From an optimization exercise on the open Yosys and OpenROAD flow, aimed at small area and a short achievable clock period; shortcuts taken in it are not production practice. At most, simulation tests tie the RTL to the original design; equivalence was not proved. Power and IR drop assume default switching activity.

== JK ==
// Fir
module Fir(reset_n,clk,x_in,y_out);
input reset_n,clk;
input [15:0]x_in;
output [23:0]y_out;
reg [13:0]r4;
reg [17:0]r3;
reg [17:0]r2;
reg [17:0]r1;
reg c3_9;
reg c2_9;
reg c1_9;
wire zx;
wire [17:0]a3_s;
wire [18:0]a3_c;
wire [17:0]a3_r;
wire [18:0]a3_k;
wire [17:0]a2_s;
wire [18:0]a2_c;
wire [17:0]a2_r;
wire [18:0]a2_k;
wire [17:0]a1_s;
wire [18:0]a1_c;
wire [17:0]a1_r;
wire [18:0]a1_k;
wire [17:0]r1i9;
wire [13:0]yg;
wire [13:0]yp;
wire [13:0]yt;
wire [17:0]y;
wire yh1;
wire yh2;
assign zx=~(x_in[2]|x_in[1]|x_in[0]);    
fadd u1(.a(x_in[0]),.b(~x_in[3]),.c(r4[0]),.s(a3_s[0]),.co(a3_c[1]));
fadd u2(.a(x_in[1]),.b(~x_in[4]),.c(r4[1]),.s(a3_s[1]),.co(a3_c[2]));
fadd u3(.a(x_in[2]),.b(~x_in[5]),.c(r4[2]),.s(a3_s[2]),.co(a3_c[3]));
fadd u4(.a(x_in[3]),.b(~x_in[6]),.c(r4[3]),.s(a3_s[3]),.co(a3_c[4]));
fadd u5(.a(x_in[4]),.b(~x_in[7]),.c(r4[4]),.s(a3_s[4]),.co(a3_c[5]));
fadd u6(.a(x_in[5]),.b(~x_in[8]),.c(r4[5]),.s(a3_s[5]),.co(a3_c[6]));
fadd u7(.a(x_in[6]),.b(~x_in[9]),.c(r4[6]),.s(a3_s[6]),.co(a3_c[7]));
fadd u8(.a(x_in[7]),.b(~x_in[10]),.c(r4[7]),.s(a3_s[7]),.co(a3_c[8]));
fadd u9(.a(x_in[8]),.b(~x_in[11]),.c(r4[8]),.s(a3_s[8]),.co(a3_c[9]));
fadd u10(.a(x_in[9]),.b(~x_in[12]),.c(r4[9]),.s(a3_s[9]),.co(a3_c[10]));
fadd u11(.a(x_in[10]),.b(~x_in[13]),.c(r4[10]),.s(a3_s[10]),.co(a3_c[11]));
  ...
export LEC_CHECK = 0
export CAP_MARGIN = 20
export CORE_MARGIN = 2
export CORE_UTILIZATION = 40
export GPL_TIMING_DRIVEN = 1
export SETUP_SLACK_MARGIN = 4.2
export SLEW_MARGIN = 20
export SYNTH_HIERARCHICAL = 1
export SYNTH_MINIMUM_KEEP_SIZE = 0
create_clock -name core_clock -period 10.0 [get_ports {clk}]
standard.sh (not shown) runs the stock make flow with config.mk's settings and CLKGATE_MAP_FILE= SYNTH_SCRIPT=/design/flow/synth_recipe.tcl, a recipe that flattens the netlist after the stock synthesis.
==> flow/flow/run.sh <==
#!/bin/bash
# Own layout flow: the standard flow (standard.sh), with two changes:
#  - clock tree synthesis without dummy load cells (-dont_use_dummy_load),
#  - port buffers start from buf_1 instead of the flow's default choice.
# Each tool's output goes to the ORFS logs under orfs/logs/; make's own output
# goes to flow_make.log here.
set -euo pipefail
bash standard.sh \
  "CTS_ARGS=-sink_clustering_enable -repair_clock_nets -dont_use_dummy_load -sink_clustering_size 30 -buf_list {sky130_fd_sc_hd__clkbuf_4 sky130_fd_sc_hd__clkbuf_8}" \
  "BUFFER_PORTS_ARGS=-buffer_cell sky130_fd_sc_hd__buf_1" \
  finish > flow_make.log 2>&1
[inputs] MS vs JK
- a change of SETUP_SLACK_MARGIN from 4.2 to 4.3
- a deleted GPL_TIMING_DRIVEN that had been 1
- MS reached the end of the flow, and the finished layout is clean on the timing, DRC and antenna checks.
- Compared to JK, the routing of MS uses more wire.
- The final cycle utilization of the critical path number comes out lower for MS vs JK.
- On MS: first-iteration DRC count is about 30% lower than what JK gave.
- Maximum frequency, MS and JK: larger value in MS
The following lists how AL was set up differently from MS:
- SETUP_SLACK_MARGIN changed from 4.3 to 4.2
- PLACE_DENSITY newly set to 0.8
## What came out
Hold buffer count at cts came out exactly the same in AL and MS. Relative contribution of combinational cells to total power (higher): MS. Critical path startpoint = x_in[4]: AL; critical path startpoint = x_in[5]: MS. Changes observed in AL relative to MS: final layout net count neither gained nor lost much; worst hold slack increased by 14 ps relative to the old numbers; final worst slack has decreased; final cell count saw little to no change; clock share of power barely changed. Sequential cell area share was lower in the run labelled MS.
## Diff of input files: TR against AL
- SETUP_SLACK_MARGIN: 4.2 -> 4.1
- PLACE_DENSITY: 0.8 -> unset
### Flow results
Every stage of the flow completed for TR, and the final layout passed the timing, DRC and antenna checks. On leakage power figure, TR tracks AL almost exactly. From AL to TR the numbers moved as follows: switching part of the total power now sits lower; placed wire-length estimate went down 8.1%; wire length decreased by about 6.4% relative to the old numbers. Smallest hold slack deteriorates in TR relative to AL. Comparing AL and TR, fraction of area in registers is higher on TR. TR vs. AL: non-clock buffer instance count of the final layout down about 2.7%; shortest period the worst path allows up 59 ps.
Function was not checked in any run of this note: the RTL went through the layout flow alone.

========
Another version of the RTL of Fir (not shown whole).
For scale: roughly 340 cells after synthesis, roughly 42 I/O pins.
clock: 10.0 ns
lec_check: 0
cap_margin: 20
core_margin: 2
core_utilization: 60
setup_slack_margin: 4.3
slew_margin: 20
synth_hierarchical: 1
synth_minimum_keep_size: 0
Scripts as last shown in full above: flow/flow/run.sh
Edit:
CORE_UTILIZATION = 40   (was 60)
CTS_BUF_LIST = sky130_fd_sc_hd__clkbuf_4 sky130_fd_sc_hd__clkbuf_8   (was default)
CTS_CLUSTER_SIZE = 30   (was default)
SETUP_SLACK_MARGIN = 4.5   (was 4.3)
What happened: The new run finished clean; sequential share of layout area goes down by 2.2 points; maximum frequency goes up by 2.7%; die area goes up by 48%; area after synthesis stays the same; setup slack gains 0.15 ns; count of clock-buffer cells in the layout is unchanged; first-iteration DRC count goes down by 11%; core utilization goes down by 20 points; critical path depth does not change; clock skew goes down by 0.0087 ns; register-to-register slack gains 0.11 ns.
Edit:
SETUP_SLACK_MARGIN = 4.3   (was 4.5)
=> Final area decreases by a few percent. Power decreases by a few percent. Non-clock buffer count decreases by 10. Fmax decreases by a few percent.

-- re-timing with driven ports --
Ports are ideal in the flow. The routed layouts listed here were re-timed in OpenROAD. Step 1 assumes that a clkbuf_16 drives the clock port and a buf_2 every other input. Step 2, shift: input delay + t, output delay - t, t = (earliest + latest rising clock arrival at the registers) / 2. This alone moves slack from input paths to output paths. Three values: ideal, step 1, step 2; two values: the first two.
| run | t (ns) | setup slack, ns | worst hold slack (ns) | latest minus earliest clock arrival (ns) | worst register clock-pin slew, ns |
|---|---|---|---|---|---|
| JK | 0.356 | 4.277 / 4.245 / 3.958 | 0.479 / 0.479 / 0.479 | 0.024 / 0.025 | 0.08 / 0.08 |
| MS | 0.378 | 4.373 / 4.343 / 4.061 | 0.483 / 0.483 / 0.483 | 0.023 / 0.022 | 0.08 / 0.08 |
| AL | 0.370 | 4.284 / 4.259 / 3.946 | 0.497 / 0.497 / 0.497 | 0.035 / 0.036 | 0.09 / 0.09 |
| TR | 0.367 | 4.224 / 4.200 / 3.875 | 0.491 / 0.491 / 0.491 | 0.028 / 0.028 | 0.08 / 0.08 |
| the first run of note 2 | 0.381 | 4.383 / 4.359 / 4.028 | 0.480 / 0.480 / 0.480 | 0.033 / 0.032 | 0.08 / 0.08 |
| the second run of note 2 | 0.367 | 4.534 / 4.481 / 4.164 | 0.474 / 0.474 / 0.474 | 0.024 / 0.025 | 0.08 / 0.08 |
| the third run of note 2 | 0.365 | 4.399 / 4.376 / 4.040 | 0.471 / 0.471 / 0.471 | 0.020 / 0.020 | 0.07 / 0.07 |
After both steps setup and hold are still met in every run listed. For the second run of note 2, which loses most, drivers alone change the setup slack by -0.053 ns; drivers and shift together by -0.370 ns.
